From an optimization exercise on the open Yosys and OpenROAD flow, aimed at small area and a short achievable clock period; shortcuts taken in it are not production practice. Only simulation tests tie the RTL to the original design; equivalence was not proved. Power and IR drop assume default switching activity.

## flow/design.v (module list and top-level ports; edited modules follow where they fit)
// module user_logic: 1191 lines
// module fa: 4 lines
module user_logic
(
  Bus2IP_Clk,
  Bus2IP_Reset,
  Bus2IP_Data,
  Bus2IP_BE,
  Bus2IP_RdCE,
  Bus2IP_WrCE,
  IP2Bus_Data,
  IP2Bus_RdAck,
  IP2Bus_WrAck,
  IP2Bus_Error
);
  // ...
==> flow/flow/run.sh <==
#!/bin/bash
# The standard layout, with every input and output port buffered by
# sky130_fd_sc_hd__buf_2 (buffer_ports' -buffer_cell) instead of the cell
# buffer_ports picks by itself. Everything else is the standard flow.
set -euo pipefail
bash standard.sh "BUFFER_PORTS_ARGS=-buffer_cell sky130_fd_sc_hd__buf_2" finish > standard.log 2>&1
==> flow/standard.sh <==
#!/bin/bash
# synth_recipe.tcl (not shown) runs the flow's synth.tcl, then flattens the netlist and writes it again
# the make line also repeats each setting of config.mk as NAME=value (left out here)
make -C /OpenROAD-flow-scripts/flow DESIGN_CONFIG=/design/flow/config.mk WORK_HOME=/design/flow/orfs CLKGATE_MAP_FILE= SYNTH_SCRIPT=/design/flow/synth_recipe.tcl "${@:-finish}"
==> flow/config.mk <==
export PLATFORM = sky130hd
export DESIGN_NAME = user_logic
export DESIGN_NICKNAME = user_logic
export VERILOG_FILES = /design/flow/design.v
export SDC_FILE = /design/flow/constraint.sdc
export NUM_CORES = 4
export LEC_CHECK = 0
export ABC_AREA = 1
export CAP_MARGIN = 20
export CORE_MARGIN = 2
export CORE_UTILIZATION = 40
export SETUP_SLACK_MARGIN = 4
export SLEW_MARGIN = 20
export SYNTH_HIERARCHICAL = 1
export SYNTH_MINIMUM_KEEP_SIZE = 0
export TNS_END_PERCENT = 5
==> flow/constraint.sdc <==
create_clock -name core_clock -period 8.5 [get_ports {Bus2IP_Clk}]
set_input_delay 1.7000 -clock core_clock [delete_from_list [all_inputs] [get_ports {Bus2IP_Clk}]]
set_output_delay 1.7000 -clock core_clock [all_outputs]
set_load 0.01 [all_outputs]
==> flow_summary_export.csv, run 1 <==
group,metric,value,unit
cells_and_area,post-route-util,44.8,%
pwr,power.internal,1.71,mW
pwr,combPwrFrac,33.6,%
logic_synthesis,syn_inst,1594,
worst_setup_path,worst_setup_path_start_kind,"input port",
die,n_tap_cell,511,
clock_network,cts_setup_buffers,5,
logic_synthesis,muxShareOfSynthArea,0,%
logic_synthesis,syn_avg_cell_area,9.47,sq um
die,die_y,198,um
cells_and_area,fin_area,0.0168,sq mm
worst_setup_path,crit_arrival,2800,ps
detailed_routing,top_layer,"met4",
worst_setup_path,reg2reg_from,"slv_reg1[22]",
cells_and_area,layout_commonest_cell,"xor2_1",
worst_setup_path,slowest_stage,"buf_16",
outcome,status,"no timing/DRC/antenna violations",
logic_synthesis,ys_top_cells_by_count,"xor2_1 (259), o22ai_1 (254), fa_1 (234)",
pwr,p_per_area,162,mW/mm^2
logic_synthesis,synth-compound-area-share,16.6,%
cells_and_area,multi_input_area,0.0111,sq mm
place,placed_cells_incl_taps,2060,
pwr,clock_power_share,29.9,%
place,hpwlAfterDp,32300,um
cells_and_area,area_growth_syn_to_layout,11.0,%
logic_synthesis,synth-edff-count,0,
logic_synthesis,yosys.area_share.simple,7.40,%
cells_and_area,num-multi-input-gates,1168,
worst_setup_path,crit_buf_inv,6,
timing,rsz0062_at_grt,"yes",
die,fp.dieW,198,um
hold_path,hp-class,"reg -> reg",
pwr,powerComb,0.914,mW
global_route,grt_remaining_overflow,0,
logic_synthesis,synth-xor-area-share,15.4,%
worst_setup_path,critPathCapture,"IP2Bus_Data[29]",
cells_and_area,buffer_area_share,4.80,%
logic_synthesis,yosysWarningCount,7,
detailed_routing,wl_per_cell,23.2,um
pwr,p_clk,0.813,mW
logic_synthesis,yosysMostFrequentCell,"xor2_1",
die,core_area,0.0374,sq mm
detailed_routing,routed-wl-met2,23000,um
place,io_buffers,77,
==> run 2, diff against run 1 <==
--- a/flow/config.mk
+++ b/flow/config.mk
@@ -11,3 +11,3 @@
 export CORE_UTILIZATION = 40
-export SETUP_SLACK_MARGIN = 4
+export SETUP_SLACK_MARGIN = 4.3
 export SLEW_MARGIN = 20
==> flow_summary_export.csv, run 2 <==
group,metric,value,unit
pwr,p_per_area,163,mW/mm^2
clock_network,cts_buffers,17,
die,fp-row-count,71,
die,start_util,40.4,%
pwr,combPwrFrac,33.4,%
timing,fin_ws,4020,ps
clock_network,clock-sinks,158,
pwr,power.internal,1.71,mW
clock_network,cts_root_buffer,"clkbuf_16",
detailed_routing,wl_per_cell,23.4,um
logic_synthesis,ys_types,34,
worst_setup_path,worstPathCellList,"buf_8 > inv_4 > nand2_4 > nor3_4 > buf_6 > buf_12 > nand2_4 > o221ai_2 > buf_2",
logic_synthesis,ys_ff_latch,158,
pwr,power_leakage,8.58,nW
timing,min_period,4480,ps
place,io_buffers,77,
worst_setup_path,slowest_stage,"nor3_4",
detailed_routing,drt_iter0_drc,1191,
worst_setup_path,crit_arrival,2780,ps
job,maxCapViolCount,0,
global_route,grt_remaining_overflow,0,
global_route,grt_pass1_vias,12832,
cells_and_area,top_regs,"slv_reg0 x32, slv_reg1 x32, slv_reg2 x32",
logic_synthesis,yosys-top-cells-area,"fa_1 (31%), dfxtp_1 (21%), xor2_1 (15%)",
cells_and_area,drive_gt1_share,13.5,%
cells_and_area,layout_commonest_cell,"xor2_1",
detailed_routing,routed_wl,49200,um
worst_setup_path,critPathMaxFanout,8,
place,gp_congestion,0.870,
cells_and_area,final_cells,2101,
detailed_routing,drcViolationCount,0,
timing,rsz0062_at_grt,"yes",
worst_setup_path,worst_setup_path_start_kind,"input port",
cells_and_area,post-route-util,44.7,%
detailed_routing,dr.pass1.iters,6,
pwr,totalPowerFinal,2.73,mW
cells_and_area,n_antenna_cell,0,
timing,fin_setup_tns,0,ps
worst_setup_path,path_delay_family,"buffers and inverters",
pwr,max-vdd-ir-drop,0.000127,V
die,fp.dieW,198,um
timing,skew,9.36,ps
logic_synthesis,synth.largest_area_cell,"fa_1",
place,hpwlAfterDp,32800,um
global_route,antenna_found_initial,0,
timing,setup_viol,0,
logic_synthesis,yosysWarningCount,7,
worst_setup_path,crit_required,6800,ps
logic_synthesis,synth-edff-count,0,
clock_network,cts_tree,"yes",
logic_synthesis,synth-main-ff-cell,"dfxtp_1",
timing,hold_viol_final,0,
logic_synthesis,syn_avg_cell_area,9.47,sq um
cells_and_area,fin_nets,1871,
timing,maxSlewHeadroom,35.3,%
global_route,grt_max_degree,67,
pwr,switchingPower,1.02,mW
pwr,p_seq_share,36.8,%
die,core_area,0.0374,sq mm
clock_network,clk_pin_slew,70,ps
logic_synthesis,async_reset_ff_share,0,%
worst_setup_path,cp-end-kind,"output pin",
cells_and_area,area_growth_syn_to_layout,10.6,%
logic_synthesis,ys_top_cells_by_count,"xor2_1 (259), o22ai_1 (254), fa_1 (234)",
hold_path,hp-class,"reg -> reg",
pwr,clock_power_share,29.8,%
outcome,status,"no timing/DRC/antenna violations",
logic_synthesis,ys_seq_area_share,21.0,%
die,io_pins,79,
clock_network,worstSkewPairLatency,450,ps
timing,max_freq,0.223,GHz
worst_setup_path,crit_buf_inv,5,
timing,worst_slew_pin_slew,970,ps
logic_synthesis,netlist_area,0.0151,sq mm
worst_setup_path,worstSetupPathType,"in -> out",
place,dp_slack,3800,ps
timing,fin_crit_sh,52.7,%
clock_network,hold_buffers,0,
die,die_y,198,um
cells_and_area,final_cell_mix,"xor2_1 (259), o22ai_1 (254), fa_1 (234), dfxtp_1 (153), nand2_1 (134)",
global_route,grt_pass1_wl,74900,um
timing,final_max_slew_viol_count,0,
logic_synthesis,yosysTopAreaCellShare,31.0,%
global_route,grt_usage,25.1,%
detailed_routing,drtAntennaViolNets,0,
worst_setup_path,slowest_delay,190,ps
detailed_routing,routed-via-count,12457,
logic_synthesis,yosysMostFrequentCell,"xor2_1",
place,placed_cells_incl_taps,2064,
detailed_routing,detail_route.vias_per_cell,5.93,
pwr,swShare,37.3,%
worst_setup_path,crit_top_cell,"nand2_4",
die,dieArea,0.0393,sq mm
clock_network,clock_path_buffers,2,
logic_synthesis,syn_inst,1594,
clock_network,h-tree-depth,4,
-- run 2: cell counts after synthesis --
No cell type changed its count.
-- run 2: Yosys stat by module, one instance, submodules excluded --
module | copies in the design | flops+latches
fa | 225 | 0
user_logic | 1 | 158
-- run 2: logic make-up (layout without fill, tap and decap cells) --
group           count (synthesis)  after routing  synth area share, %
buf+inv                       268            264                 7.27
fa+ha+maj                     250            250                 32.4
xor+xnor                      265            265                 15.4
compound gates                378            378                 16.6
flops                         158            158                 21.0
simple gates                  274            274                 7.40
other cells                     1              1               0.0248
-- run 2: worst paths after layout --
check,cells after the start,to,from,slack [ps]
max,9,IP2Bus_Data[16],Bus2IP_RdCE[0],4020
min,0,slv_reg2[24],t7_0,330
max reg2reg,12,t29_1,slv_reg1[16],4180
min reg2reg,0,slv_reg2[24],t7_0,330
-- run 2: repair_timing --
action | CTS | global route
pin swaps | 0 | 3
hold endpoints to repair | 0 | 0
setup buffers | 0 | 2
resized for setup | 29 | 44
endpoints found under the setup margin | 67 | 54
cloned | 0 | 3
-- run 2: stage by stage --
stage,instance area (sq um),hold WS [ps]
after CTS,16400,332
after global placement,15700,312
after floorplan,15100,310
after global routing,16700,337
final,16700,331
after detailed placement,15700,314
-- run 2: final cells by class --
class	instances	area (sq um)
clock buffer	19	453
clock inverter	13	154
fill	3588	20700
inverter	120	458
multi-input combinational	1168	11100
sequential	158	3170
tap	511	639
timing repair buffer	112	766
-- run 2: metal layers --
layer	global-route usage (%)	part of all wire (%)	vias to the layer above
met1	34.5	41	6270
met2	39.5	47	729
met5	0	0	-
li1	-	-	5333
met4	10.1	3.4	0
met3	4.41	8.9	125
-- run 2: power groups by stage --
stage                     logic, mW  registers, mW  clock network, mW
after floorplan               0.645          0.970                  0
after global placement        0.878           1.01                  0
final                         0.912           1.01              0.813
after CTS                     0.910          0.996              0.822
after global routing           1.02           1.02              0.853
after detailed placement      0.897           1.01                  0
==> run 3, diff against run 2 <==
--- a/flow/config.mk
+++ b/flow/config.mk
@@ -11,3 +11,3 @@
 export CORE_UTILIZATION = 40
-export SETUP_SLACK_MARGIN = 4.3
+export SETUP_SLACK_MARGIN = 4.6
 export SLEW_MARGIN = 20
==> flow_summary_export.csv, run 3 <==
group,metric,value,unit
cells_and_area,fin_nets,1940,
die,die_y,198,um
clock_network,cts_tree,"yes",
logic_synthesis,synth-edff-count,0,
timing,max_freq,0.223,GHz
worst_setup_path,worst_setup_path_start_kind,"input port",
timing,hold_viol_final,0,
die,fp-row-count,71,
clock_network,cts_buffers,17,
detailed_routing,detail_route.vias_per_cell,6.08,
detailed_routing,wl_per_cell,25.3,um
logic_synthesis,ys_types,34,
global_route,grt_remaining_overflow,0,
logic_synthesis,ys_seq_area_share,21.0,%
logic_synthesis,ys_top_cells_by_count,"xor2_1 (259), o22ai_1 (254), fa_1 (234)",
timing,rsz0062_at_grt,"yes",
detailed_routing,drtAntennaViolNets,0,
worst_setup_path,worstSetupPathType,"in -> out",
timing,skew,15.4,ps
pwr,power_leakage,9.05,nW
cells_and_area,final_cell_mix,"xor2_1 (258), o22ai_1 (234), fa_1 (220), dfxtp_1 (147), nand2_1 (101)",
worst_setup_path,critPathMaxFanout,8,
timing,worst_slew_pin_slew,869,ps
die,core_area,0.0374,sq mm
logic_synthesis,yosysWarningCount,7,
detailed_routing,drt_iter0_drc,1751,
cells_and_area,n_antenna_cell,0,
global_route,grt_pass1_wl,75000,um
detailed_routing,drcViolationCount,0,
global_route,grt_max_degree,67,
die,io_pins,79,
die,fp.dieW,198,um
cells_and_area,area_growth_syn_to_layout,20.9,%
pwr,p_per_area,155,mW/mm^2
worst_setup_path,cp-end-kind,"output pin",
logic_synthesis,async_reset_ff_share,0,%
global_route,grt_pass1_vias,12578,
pwr,max-vdd-ir-drop,0.000109,V
logic_synthesis,ys_ff_latch,158,
timing,fin_crit_sh,52.7,%
cells_and_area,layout_commonest_cell,"xor2_1",
clock_network,cts_root_buffer,"clkbuf_16",
worst_setup_path,crit_required,6800,ps
detailed_routing,dr.pass1.iters,6,
logic_synthesis,yosysTopAreaCellShare,31.0,%
cells_and_area,top_regs,"slv_reg0 x32, slv_reg1 x32, slv_reg2 x32",
timing,final_max_slew_viol_count,0,
clock_network,hold_buffers,0,
logic_synthesis,synth.largest_area_cell,"fa_1",
worst_setup_path,crit_path_start,"Bus2IP_RdCE[0]",
timing,setup_viol,0,
logic_synthesis,netlist_area,0.0151,sq mm
timing,hold_ws,332,ps
global_route,antenna_found_initial,0,
logic_synthesis,yosysMostFrequentCell,"xor2_1",
die,start_util,40.4,%
outcome,status,"no timing/DRC/antenna violations",
clock_network,h-tree-depth,4,
hold_path,hp-class,"reg -> reg",
place,hpwlAfterDp,33100,um
timing,min_period,4480,ps
worst_setup_path,crit_arrival,2780,ps
timing,maxSlewHeadroom,41.9,%
clock_network,clock_path_buffers,2,
logic_synthesis,synth-main-ff-cell,"dfxtp_1",
global_route,grt_usage,25.5,%
place,io_buffers,77,
clock_network,clock-sinks,158,
logic_synthesis,yosys-top-cells-area,"fa_1 (31%), dfxtp_1 (21%), xor2_1 (15%)",
timing,fin_setup_tns,0,ps
hold_path,hp-start,"t5_0",
logic_synthesis,syn_avg_cell_area,9.47,sq um
clock_network,clk_pin_slew,70,ps
clock_network,worstSkewPairLatency,450,ps
detailed_routing,routed-via-count,13195,
job,maxCapViolCount,0,
die,dieArea,0.0393,sq mm
detailed_routing,routed_wl,54800,um
cells_and_area,drive_gt1_share,23.1,%
worst_setup_path,reg2reg_from,"slv_reg1[31]",
logic_synthesis,syn_inst,1594,
place,gp_congestion,0.878,
## run 3: cell families (layout without fill, tap and decap cells)
family / Yosys count / count (layout) / share of synthesized area [%]
xor gates and xnor gates: 265 / 265 / 15.4
AOI/OAI and AO/OA: 378 / 378 / 16.6
and+or+nand+nor: 274 / 284 / 7.40
DFF: 158 / 158 / 21.0
buffers and inverters: 268 / 322 / 7.27
other: 1 / 1 / 0.0248
adders and majority gates: 250 / 250 / 32.4
## run 3: path summary, 6_finish.rpt
kind	slack (ps)	cells after the start	to
worst min-delay path	330	0	slv_reg2[26]
worst max-delay path	4020	10	IP2Bus_Data[4]
worst min register to register	330	0	slv_reg2[26]
worst max register to register	4390	11	t18_0
## run 3: power by group
part           total [mW]  switching [mW]  internal [mW]  leakage [nW]
logic                1.01           0.613          0.393          7.45
registers            1.00          0.0997          0.903          1.31
clock network       0.811           0.368          0.443         0.289
total                2.82            1.08           1.74          9.05
## run 3: cell type report
class / instances / area [sq um]
inverters: 120 / 510
fillers: 3417 / 19200
well taps: 511 / 639
clock inverters: 14 / 173
repair inverters: 4 / 30.0
flip-flops and latches: 158 / 3200
multi-input cells: 1178 / 11700
repair buffers: 167 / 1560
clock buffers: 17 / 425
## run 3: worst max-delay path: stages
cell	delay, ps
buf_12	120
inv_12	50
nand2_4	50
nor3_4	190
buf_6	150
buf_6	110
buf_16	130
nand2_2	60
o221ai_2	60
buf_2	160
## run 3: per-layer routing
layer / share of wire [%] / global-route usage [%]
met2: 46 / 40.6
met1: 38 / 33.7
met5: 0 / 0
met4: 4.8 / 11.4
met3: 11 / 4.72
## run 3: what timing repair did
item,CTS,global route
gates resized for setup,45,173
setup endpoints to repair,81,83
pin swaps,4,47
setup buffers,5,50
cloned,4,20
## run 3: through the flow
step	power, mW	worst slack (ps)	area [sq um]	instances	util (%)
after global placement	1.91	3560	15900	2059	42.5
after floorplan	1.62	4460	15400	1594	-
after global routing	2.98	4000	18200	2169	48.8
after CTS	2.76	4040	16800	2099	44.8
final	2.82	4020	18200	2169	48.8
after detailed placement	1.93	3500	15900	2059	42.5
## run 3: per-module statistics from Yosys (local to each module, per instance)
| module | flops+latches | copies in the design | cell area, sq um |
|---|---|---|---|
| fa | 0 | 225 | 20.0 |
| user_logic | 158 | 1 | 10600 |
==> run 4, diff against run 3 <==
==> flow/run.sh (new file) <==
#!/bin/bash
# synth_recipe.tcl (not shown) runs the flow's synth.tcl, then flattens the netlist and writes it again
# the make line also repeats each setting of config.mk as NAME=value (left out here)
make -C /OpenROAD-flow-scripts/flow DESIGN_CONFIG=/design/flow/config.mk WORK_HOME=/design/flow/orfs CLKGATE_MAP_FILE= SYNTH_SCRIPT=/design/flow/synth_recipe.tcl finish
--- a/flow/config.mk
+++ b/flow/config.mk
@@ -11,3 +11,3 @@
 export CORE_UTILIZATION = 40
-export SETUP_SLACK_MARGIN = 4.6
+export SETUP_SLACK_MARGIN = 4
 export SLEW_MARGIN = 20
removed: flow/flow/run.sh
removed: flow/standard.sh
==> flow_summary_export.csv, run 4 <==
group,metric,value,unit
detailed_routing,detail_route.vias_per_cell,5.85,
timing,worst_slew_pin_slew,987,ps
logic_synthesis,synth-main-ff-cell,"dfxtp_1",
clock_network,cts_tree,"yes",
die,dieArea,0.0393,sq mm
detailed_routing,drtAntennaViolNets,0,
cells_and_area,post-route-util,44.9,%
die,start_util,40.4,%
global_route,grt_usage,25.8,%
logic_synthesis,ys_types,34,
logic_synthesis,ys_top_cells_by_count,"xor2_1 (259), o22ai_1 (254), fa_1 (234)",
logic_synthesis,netlist_area,0.0151,sq mm
place,gp_congestion,0.882,
worst_setup_path,crit_arrival,2840,ps
timing,rsz0062_at_grt,"yes",
cells_and_area,area_growth_syn_to_layout,11.2,%
timing,max_freq,0.220,GHz
cells_and_area,layout_commonest_cell,"xor2_1",
logic_synthesis,async_reset_ff_share,0,%
logic_synthesis,yosysTopAreaCellShare,31.0,%
die,die_y,198,um
job,maxCapViolCount,0,
clock_network,cts_buffers,17,
die,fp-row-count,71,
logic_synthesis,ys_seq_area_share,21.0,%
worst_setup_path,worstSetupPathType,"in -> out",
global_route,grt_max_degree,67,
clock_network,cts_root_buffer,"clkbuf_16",
clock_network,clock_path_buffers,2,
global_route,grt_pass1_vias,12577,
timing,setup_viol,0,
timing,fin_crit_sh,53.4,%
timing,hold_viol_final,0,
outcome,status,"no timing/DRC/antenna violations",
cells_and_area,n_antenna_cell,0,
cells_and_area,drive_gt1_share,9.57,%
pwr,power_leakage,8.51,nW
timing,final_max_slew_viol_count,0,
place,dp_slack,3180,ps
worst_setup_path,critPathMaxFanout,8,
global_route,grt_pass1_wl,75500,um
logic_synthesis,yosysMostFrequentCell,"xor2_1",
detailed_routing,routed-via-count,12280,
timing,skew,15.1,ps
logic_synthesis,yosys-top-cells-area,"fa_1 (31%), dfxtp_1 (21%), xor2_1 (15%)",
logic_synthesis,synth.largest_area_cell,"fa_1",
pwr,p_per_area,163,mW/mm^2
timing,maxSlewHeadroom,34.1,%
detailed_routing,drcViolationCount,0,
die,io_pins,79,
logic_synthesis,syn_avg_cell_area,9.47,sq um
timing,min_period,4540,ps
die,fp.dieW,198,um
pwr,max-vdd-ir-drop,0.000158,V
clock_network,h-tree-depth,4,
cells_and_area,final_cell_mix,"xor2_1 (259), o22ai_1 (254), fa_1 (234), dfxtp_1 (153), nand2_1 (141)",
pwr,totalPowerFinal,2.73,mW
clock_network,worstSkewPairLatency,460,ps
global_route,antenna_found_initial,1,
detailed_routing,wl_per_cell,23.6,um
logic_synthesis,ys_ff_latch,158,
timing,fin_ws,3960,ps
logic_synthesis,syn_inst,1594,
detailed_routing,drt_iter0_drc,1325,
logic_synthesis,yosysWarningCount,7,
hold_path,hp-class,"reg -> reg",
global_route,grt_remaining_overflow,0,
cells_and_area,fin_nets,1870,
place,hpwlAfterDp,32900,um
worst_setup_path,worst_setup_path_start_kind,"input port",
die,core_area,0.0374,sq mm
timing,fin_setup_tns,0,ps
worst_setup_path,crit_required,6800,ps
detailed_routing,routed_wl,49500,um
logic_synthesis,synth-edff-count,0,
clock_network,clock-sinks,158,
clock_network,clk_pin_slew,80,ps
worst_setup_path,cp-end-kind,"output pin",
place,io_buffers,77,
worst_setup_path,regToRegSetupSlack,4040,ps
detailed_routing,dr.pass1.iters,5,
cells_and_area,top_regs,"slv_reg0 x32, slv_reg1 x32, slv_reg2 x32",
==> run 4: cell counts after synthesis <==
No cell type changed its count.
==> run 4: modules after synthesis, one instance, submodules excluded <==
module      area, sq um  flip-flops and latches  copies in the design
fa                 20.0                       0                   225
user_logic        10600                     158                     1
==> run 4: repair_timing <==
item,in CTS,in global routing
buffers inserted,4,2
pin swaps,2,0
setup endpoints to repair,78,55
hold buffers,0,0
resized for setup,167,10
cloned,3,0
==> run 4: kinds of logic (layout without fill, tap and decap cells) <==
logic type,after synthesis,after routing,synth area share [%]
xor gates and xnor gates,265,265,15.4
DFF,158,158,21.0
adders and majority gates,250,250,32.4
buffers and inverters,268,263,7.27
AOI/OAI and AO/OA,378,378,16.6
other,1,1,0.0248
and+or+nand+nor,274,274,7.40
==> run 4: power breakdown <==
| part | leakage [nW] | internal (mW) | switching [mW] |
|---|---|---|---|
| sequential | 1.30 | 0.904 | 0.0965 |
| combinational | 6.91 | 0.361 | 0.567 |
| clock | 0.297 | 0.400 | 0.399 |
| total | 8.51 | 1.66 | 1.06 |
==> run 4: critical path, stage by stage <==
cell and delay, ps:
buf_2 120, inv_2 50, nand2_2 60, nor3_4 210, buf_6 160, buf_12 110
buf_16 130, nand2_1 50, o221ai_1 70, buf_2 180
==> run 4: final timing paths <==
path                endpoint  cells after the start            from
max reg2reg            t29_1                     10     slv_reg1[8]
min             slv_reg2[26]                      0            t5_0
max          IP2Bus_Data[10]                     10  Bus2IP_RdCE[0]
min reg2reg     slv_reg2[26]                      0            t5_0
==> run 4: per-layer routing <==
| metal | wire length (um) | vias up | GRT usage [%] |
|---|---|---|---|
| met5 | 12 | - | 0 |
| met4 | 1820 | 2 | 11.1 |
| met3 | 3860 | 122 | 5.06 |
| met2 | 23400 | 672 | 41.4 |
| met1 | 20400 | 6156 | 33.9 |
| li1 | - | 5328 | - |
==> run 4: cell type report <==
| cell class | instances | area [sq um] |
|---|---|---|
| well taps | 511 | 639 |
| flip-flops and latches | 158 | 3180 |
| repair buffers | 111 | 993 |
| fillers | 3541 | 20600 |
| clock inverters | 15 | 186 |
| clock buffers | 17 | 425 |
| multi-input cells | 1168 | 10900 |
| inverters | 120 | 452 |
==> run 4: metrics by stage <==
stage / hold WS [ps] / area [sq um] / cells
3_3_place_gp: 315 / 16000 / 2058
3_5_place_dp: 314 / 16100 / 2059
5_1_grt: 348 / 16800 / 2100
6_report: 331 / 16800 / 2100
4_1_cts: 333 / 16700 / 2098
2_1_floorplan: 310 / 15100 / 1594
==> run 5, diff against run 4 <==
==> flow/flow/run.sh (new file) <==
#!/bin/bash
# The standard layout, with every input and output port buffered by
# sky130_fd_sc_hd__buf_2 (buffer_ports' -buffer_cell) instead of the cell
# buffer_ports picks by itself, and the buffers ABC put in at synthesis
# removed at floorplan (REMOVE_ABC_BUFFERS) so repair_design re-buffers only
# where needed. Everything else is the standard flow.
set -euo pipefail
bash standard.sh "BUFFER_PORTS_ARGS=-buffer_cell sky130_fd_sc_hd__buf_2" REMOVE_ABC_BUFFERS=1 finish > standard.log 2>&1
==> flow/standard.sh (new file) <==
#!/bin/bash
# synth_recipe.tcl (not shown) runs the flow's synth.tcl, then flattens the netlist and writes it again
# the make line also repeats each setting of config.mk as NAME=value (left out here)
make -C /OpenROAD-flow-scripts/flow DESIGN_CONFIG=/design/flow/config.mk WORK_HOME=/design/flow/orfs CLKGATE_MAP_FILE= SYNTH_SCRIPT=/design/flow/synth_recipe.tcl "${@:-finish}"
removed: flow/run.sh
==> flow_summary_export.csv, run 5 <==
group,metric,value,unit
logic_synthesis,ys_top_cells_by_count,"xor2_1 (259), o22ai_1 (254), fa_1 (234)",
place,io_buffers,77,
cells_and_area,fin_nets,1862,
pwr,power.internal,1.66,mW
clock_network,cts_buffers,17,
detailed_routing,drcViolationCount,0,
pwr,p_per_area,159,mW/mm^2
cells_and_area,fin_area,0.0165,sq mm
pwr,p_seq_share,37.6,%
cells_and_area,layout_commonest_cell,"xor2_1",
timing,skew,9.88,ps
place,hpwlAfterDp,31100,um
cells_and_area,n_antenna_cell,0,
global_route,grt_max_degree,67,
timing,maxSlewHeadroom,30.6,%
cells_and_area,drive_gt1_share,12.6,%
place,dp_slack,3170,ps
cells_and_area,fillCellCount,3579,
worst_setup_path,path_delay_family,"buffers and inverters",
logic_synthesis,ys_ff_latch,158,
detailed_routing,drt_iter0_drc,1191,
clock_network,clock_path_buffers,2,
timing,worst_slew_pin_slew,1040,ps
detailed_routing,routed-via-count,12130,
logic_synthesis,ys_types,34,
pwr,combPwrFrac,34.6,%
place,gp_congestion,0.882,
clock_network,clock-sinks,158,
cells_and_area,post-route-util,44.2,%
pwr,swShare,36.7,%
job,maxCapViolCount,0,
detailed_routing,wl_per_cell,22.3,um
worst_setup_path,worstPathCellList,"buf_8 > inv_4 > nand2_4 > nor3_4 > buf_12 > clkbuf_16 > nand2_4 > o221ai_2 > buf_2",
worst_setup_path,crit_required,6800,ps
clock_network,h-tree-depth,4,
global_route,grt_pass1_wl,72500,um
timing,setup_viol,0,
worst_setup_path,crit_arrival,2830,ps
detailed_routing,detail_route.vias_per_cell,5.80,
global_route,grt_pass1_vias,12416,
logic_synthesis,syn_inst,1594,
timing,fin_setup_tns,0,ps
worst_setup_path,cp-end-kind,"output pin",
die,core_area,0.0374,sq mm
detailed_routing,routed_wl,46700,um
die,dieArea,0.0393,sq mm
timing,rsz0062_at_grt,"yes",
clock_network,clk_pin_slew,60,ps
timing,hold_viol_final,0,
timing,fin_ws,3970,ps
die,fp.dieW,198,um
pwr,clock_power_share,27.9,%
die,start_util,40.4,%
logic_synthesis,yosys-top-cells-area,"fa_1 (31%), dfxtp_1 (21%), xor2_1 (15%)",
timing,min_period,4530,ps
hold_path,holdPathStages,0,
logic_synthesis,yosysMostFrequentCell,"xor2_1",
logic_synthesis,synth.largest_area_cell,"fa_1",
clock_network,hold_buffers,0,
cells_and_area,top_regs,"slv_reg0 x32, slv_reg1 x32, slv_reg2 x32",
global_route,antenna_found_initial,0,
worst_setup_path,cp_num_cells,9,
pwr,power_leakage,8.50,nW
worst_setup_path,crit_buf_inv,5,
cells_and_area,final_cell_mix,"xor2_1 (259), o22ai_1 (254), fa_1 (234), dfxtp_1 (153), nand2_1 (132)",
clock_network,worstSkewPairLatency,450,ps
timing,max_freq,0.221,GHz
pwr,max-vdd-ir-drop,0.000147,V
logic_synthesis,ys_seq_area_share,21.0,%
logic_synthesis,async_reset_ff_share,0,%
worst_setup_path,slowest_delay,220,ps
timing,fin_crit_sh,53.3,%
logic_synthesis,yosysTopAreaCellShare,31.0,%
cells_and_area,area_growth_syn_to_layout,9.57,%
die,die_y,198,um
worst_setup_path,worst_setup_path_start_kind,"input port",
worst_setup_path,slowest_stage,"clkbuf_16",
pwr,switchingPower,0.962,mW
logic_synthesis,netlist_area,0.0151,sq mm
die,fp-row-count,71,
logic_synthesis,syn_avg_cell_area,9.47,sq um
detailed_routing,drtAntennaViolNets,0,
logic_synthesis,yosysWarningCount,7,
worst_setup_path,crit_top_cell,"nand2_4",
timing,final_max_slew_viol_count,0,
global_route,grt_usage,24.3,%
outcome,status,"no timing/DRC/antenna violations",
worst_setup_path,reg2reg_depth,12,
hold_path,hp-class,"reg -> reg",
worst_setup_path,worstSetupPathType,"in -> out",
worst_setup_path,critPathMaxFanout,8,
detailed_routing,dr.pass1.iters,5,
pwr,totalPowerFinal,2.62,mW
logic_synthesis,synth-main-ff-cell,"dfxtp_1",
clock_network,cts_tree,"yes",
die,io_pins,79,
clock_network,cts_root_buffer,"clkbuf_16",
logic_synthesis,synth-edff-count,0,
global_route,grt_remaining_overflow,0,
place,place_area,0.0157,sq mm
-- run 5: Yosys stat by module, one instance, submodules excluded --
module,times used,area (sq um),cells
user_logic,1,10600,1369
fa,225,20.0,1
-- run 5: layer usage --
metal	vias up	wire [um]	GRT usage [%]
met5	-	0	0
met4	0	1160	7.44
met3	101	3580	5.81
met2	600	21700	38.4
met1	6121	20300	33.0
li1	5308	-	-
-- run 5: kinds of logic after synthesis --
family	share of synthesized area [%]
XOR/XNOR	15.4
adder cells (fa/ha/maj)	32.4
buffers and inverters	7.27
flip-flops	21.0
AO/OA/AOI/OAI	16.6
other	0.0248
AND/OR/NAND/NOR	7.40
-- run 5: worst paths after layout --
path / start / end / slack, ps
worst max register to register: slv_reg1[24] / t29_1 / 4160
worst min register to register: t3_0 / slv_reg2[28] / 320
worst max-delay path: Bus2IP_RdCE[0] / IP2Bus_Data[31] / 3970
worst min-delay path: t3_0 / slv_reg2[28] / 320
-- run 5: what timing repair did --
item	4_1_cts	5_1_grt
pin swaps	0	2
gates resized for setup	18	55
setup buffers	0	1
cloned	0	2
endpoints found under the setup margin	82	47
-- run 5: layout make-up --
class,instances,area [sq um],area share [%]
Sequential cell,158,3170,19.2
Clock inverter,10,91.3,0.552
Inverter,120,455,2.75
Multi-Input combinational cell,1168,11100,66.8
Clock buffer,22,454,2.75
Timing Repair Buffer,103,674,4.08
Tap cell,511,639,3.87
-- run 5: power by group through the flow --
stage          sequential (mW)  clock [mW]  combinational [mW]
2_1_floorplan            0.986           0               0.607
3_3_place_gp             0.993           0               0.867
3_5_place_dp             0.996           0               0.884
4_1_cts                  0.981       0.748               0.895
5_1_grt                   1.00       0.780                1.02
6_report                 0.986       0.732               0.907
-- run 5: per-stage QoR --
stage / hold slack (ps) / instances
global placement: 311 / 2057
CTS: 323 / 2089
finish: 320 / 2092
floorplan: 310 / 1446
global route: 332 / 2092
detailed placement: 314 / 2057
==> run 6, diff against run 5 <==
--- a/flow/config.mk
+++ b/flow/config.mk
@@ -11,3 +11,3 @@
 export CORE_UTILIZATION = 40
-export SETUP_SLACK_MARGIN = 4
+export SETUP_SLACK_MARGIN = 4.3
 export SLEW_MARGIN = 20
==> flow_summary_export.csv, run 6 <==
group,metric,value,unit
cells_and_area,final_cells,2094,
logic_synthesis,ys_ff_latch,158,
logic_synthesis,syn_avg_cell_area,9.47,sq um
worst_setup_path,worstPathCellList,"buf_8 > inv_4 > nand2_4 > nor3_4 > buf_4 > clkbuf_16 > nand2_1 > o221ai_2 > buf_2",
logic_synthesis,ys_top_cells_by_count,"xor2_1 (259), o22ai_1 (254), fa_1 (234)",
cells_and_area,n_antenna_cell,0,
place,io_buffers,77,
timing,rsz0062_at_grt,"yes",
worst_setup_path,worst_setup_path_start_kind,"input port",
logic_synthesis,synth-main-ff-cell,"dfxtp_1",
logic_synthesis,netlist_area,0.0151,sq mm
worst_setup_path,regToRegSetupSlack,4190,ps
logic_synthesis,ys_types,34,
clock_network,cts_root_buffer,"clkbuf_16",
timing,setup_viol,0,
worst_setup_path,crit_required,6800,ps
timing,final_max_slew_viol_count,0,
detailed_routing,routed-via-count,12170,
logic_synthesis,syn_inst,1594,
die,fp.dieW,198,um
worst_setup_path,reg2reg_from,"slv_reg0[23]",
detailed_routing,drt_iter0_drc,1148,
logic_synthesis,synth-edff-count,0,
timing,skew,10.3,ps
die,core_area,0.0374,sq mm
clock_network,h-tree-depth,4,
pwr,power_leakage,8.49,nW
timing,worst_slew_pin_slew,1050,ps
worst_setup_path,crit_arrival,2790,ps
timing,hold_ws,318,ps
hold_path,hp-class,"reg -> reg",
cells_and_area,fin_nets,1864,
global_route,grt_remaining_overflow,0,
clock_network,cts_tree,"yes",
detailed_routing,detail_route.vias_per_cell,5.81,
logic_synthesis,async_reset_ff_share,0,%
timing,maxSlewHeadroom,29.6,%
worst_setup_path,critPathCapture,"IP2Bus_Data[31]",
worst_setup_path,worstSetupPathType,"in -> out",
worst_setup_path,slowest_stage,"clkbuf_16",
clock_network,clock-sinks,158,
timing,hold_viol_final,0,
cells_and_area,layout_commonest_cell,"xor2_1",
detailed_routing,drcViolationCount,0,
clock_network,clock_path_buffers,2,
detailed_routing,dr.pass1.iters,5,
logic_synthesis,yosysTopAreaCellShare,31.0,%
outcome,status,"no timing/DRC/antenna violations",
logic_synthesis,yosys-top-cells-area,"fa_1 (31%), dfxtp_1 (21%), xor2_1 (15%)",
cells_and_area,area_growth_syn_to_layout,10.2,%
pwr,max-vdd-ir-drop,0.000147,V
place,place_area,0.0157,sq mm
die,dieArea,0.0393,sq mm
clock_network,hold_buffers,0,
worst_setup_path,critPathMaxFanout,8,
job,maxCapViolCount,0,
die,io_pins,79,
die,start_util,40.4,%
global_route,antenna_found_initial,0,
timing,min_period,4490,ps
die,fp-row-count,71,
logic_synthesis,synth.largest_area_cell,"fa_1",
cells_and_area,final_cell_mix,"xor2_1 (259), o22ai_1 (254), fa_1 (234), dfxtp_1 (153), nand2_1 (130)",
cells_and_area,fin_area,0.0166,sq mm
detailed_routing,wl_per_cell,22.4,um
worst_setup_path,r2r-end,"t29_1",
timing,fin_crit_sh,52.8,%
timing,fin_setup_tns,0,ps
cells_and_area,top_regs,"slv_reg0 x32, slv_reg1 x32, slv_reg2 x32",
place,hpwlAfterDp,31100,um
clock_network,clk_pin_slew,70,ps
die,die_y,198,um
global_route,grt_usage,24.3,%
place,placed_cells_incl_taps,2057,
cells_and_area,drive_gt1_share,13.2,%
logic_synthesis,yosysMostFrequentCell,"xor2_1",
clock_network,cts_buffers,17,
worst_setup_path,reg2reg_depth,8,
timing,max_freq,0.223,GHz
global_route,grt_pass1_vias,12451,
detailed_routing,drtAntennaViolNets,0,
detailed_routing,routed_wl,46900,um
logic_synthesis,yosysWarningCount,7,
worst_setup_path,crit_path_start,"Bus2IP_RdCE[0]",
global_route,grt_pass1_wl,72500,um
logic_synthesis,ys_seq_area_share,21.0,%
clock_network,worstSkewPairLatency,450,ps
pwr,p_per_area,158,mW/mm^2
global_route,grt_max_degree,67,
place,gp_congestion,0.882,
worst_setup_path,slowest_delay,190,ps
worst_setup_path,cp-end-kind,"output pin",
[run 6: stage by stage]
stage                     total power [mW]  util [%]  setup WS (ps)
final                                 2.63      44.5           4010
after global placement                1.86      41.9           3300
after floorplan                       1.59         -           3140
after CTS                             2.63      43.7           3960
after detailed placement              1.88      41.9           3170
after global routing                  2.81      44.5           3960
[run 6: worst min path at each step]
stage | depth (start not counted) | from | endpoint | slack, ps
final | 0 | t3_0 | slv_reg2[28] | 320
after global routing | 0 | t5_0 | slv_reg2[26] | 330
after CTS | 0 | t3_0 | slv_reg2[28] | 320
after detailed placement | 0 | t3_0 | slv_reg2[28] | 310
after global placement | 0 | t0_0 | slv_reg2[31] | 310
after floorplan | 0 | t7_0 | slv_reg2[24] | 310
[run 6: logic make-up (layout without fill, tap and decap cells)]
logic type	count (synthesis)	in the layout	share of synthesized area, %
compound gates	378	378	16.6
simple gates	274	274	7.40
buf+inv	268	257	7.27
xor+xnor	265	265	15.4
fa+ha+maj	250	250	32.4
flops	158	158	21.0
other cells	1	1	0.0248
[run 6: Yosys stat by module, one instance, submodules excluded]
module,area (sq um),cells,copies in the design,flip-flops and latches
fa,20.0,1,225,0
user_logic,10600,1369,1,158
[run 6: cell type report]
type                       count  area (sq um)
clock buffer                  22           454
clock inverter                10          91.3
tap                          511           639
multi-input combinational   1168         11100
fill                        3573         20800
sequential                   158          3170
inverter                     120           455
timing repair buffer         105           717
[run 6: repair_timing]
action	4_1_cts	5_1_grt
hold endpoints to repair	0	0
setup buffers	0	2
cloned	0	3
pin swaps	0	2
gates resized for setup	36	54
setup endpoints to repair	89	58
[run 6: critical path: cells and delay by family]
| kind | cells | cell delay (ps) |
|---|---|---|
| AOI/OAI and AO/OA | 1 | 90 |
| buffers and inverters | 5 | 670 |
| and+or+nand+nor | 3 | 310 |
[run 6: power breakdown]
group / leakage, nW / total (mW) / internal [mW] / switching, mW
sequential: 1.30 / 0.986 / 0.905 / 0.0815
clock: 0.252 / 0.731 / 0.408 / 0.322
combinational: 6.94 / 0.909 / 0.351 / 0.558
total: 8.49 / 2.63 / 1.66 / 0.962
[run 6: layer usage]
metal	global-route usage, %	share of wire [%]	up-vias
met3	5.62	8.1	112
met4	7.44	2.9	0
met1	32.8	43	6104
met2	38.6	46	637
li1	-	-	5317
met5	0	0	-

## port drivers added, routing unchanged
How much do the figures lean on ideal ports? The routed layouts below were timed once more, with nothing changed but the port constraints.
Step 1 sets driving cells, clkbuf_16 on the clock port and buf_2 on the other inputs (assumed; they add their load-dependent delay and slew).
Step 2 times the ports against the registers' clock, not the clock port: input delays grow and output delays shrink by t, the midpoint of the rising clock arrivals with the driver on.
Three values: ideal, step 1, step 2; two values: the first two.
run	t, ns	setup slack, ns	hold slack, ns	cell pins on the clock port's net
run 1	0.500	4.001 / 3.960 / 3.960	0.329 / 0.329 / 0.329	1
run 2	0.501	4.024 / 3.985 / 3.985	0.331 / 0.331 / 0.331	1
run 3	0.497	4.021 / 3.966 / 3.966	0.332 / 0.332 / 0.332	1
run 4	0.508	3.963 / 3.942 / 3.942	0.331 / 0.331 / 0.331	1
run 5	0.501	3.969 / 3.929 / 3.929	0.320 / 0.320 / 0.320	1
run 6	0.505	4.010 / 3.971 / 3.971	0.318 / 0.318 / 0.318	1
After both steps every run listed still meets setup and hold. For run 3, which loses most, drivers alone change the setup slack by -0.055 ns; drivers and shift together by -0.055 ns.
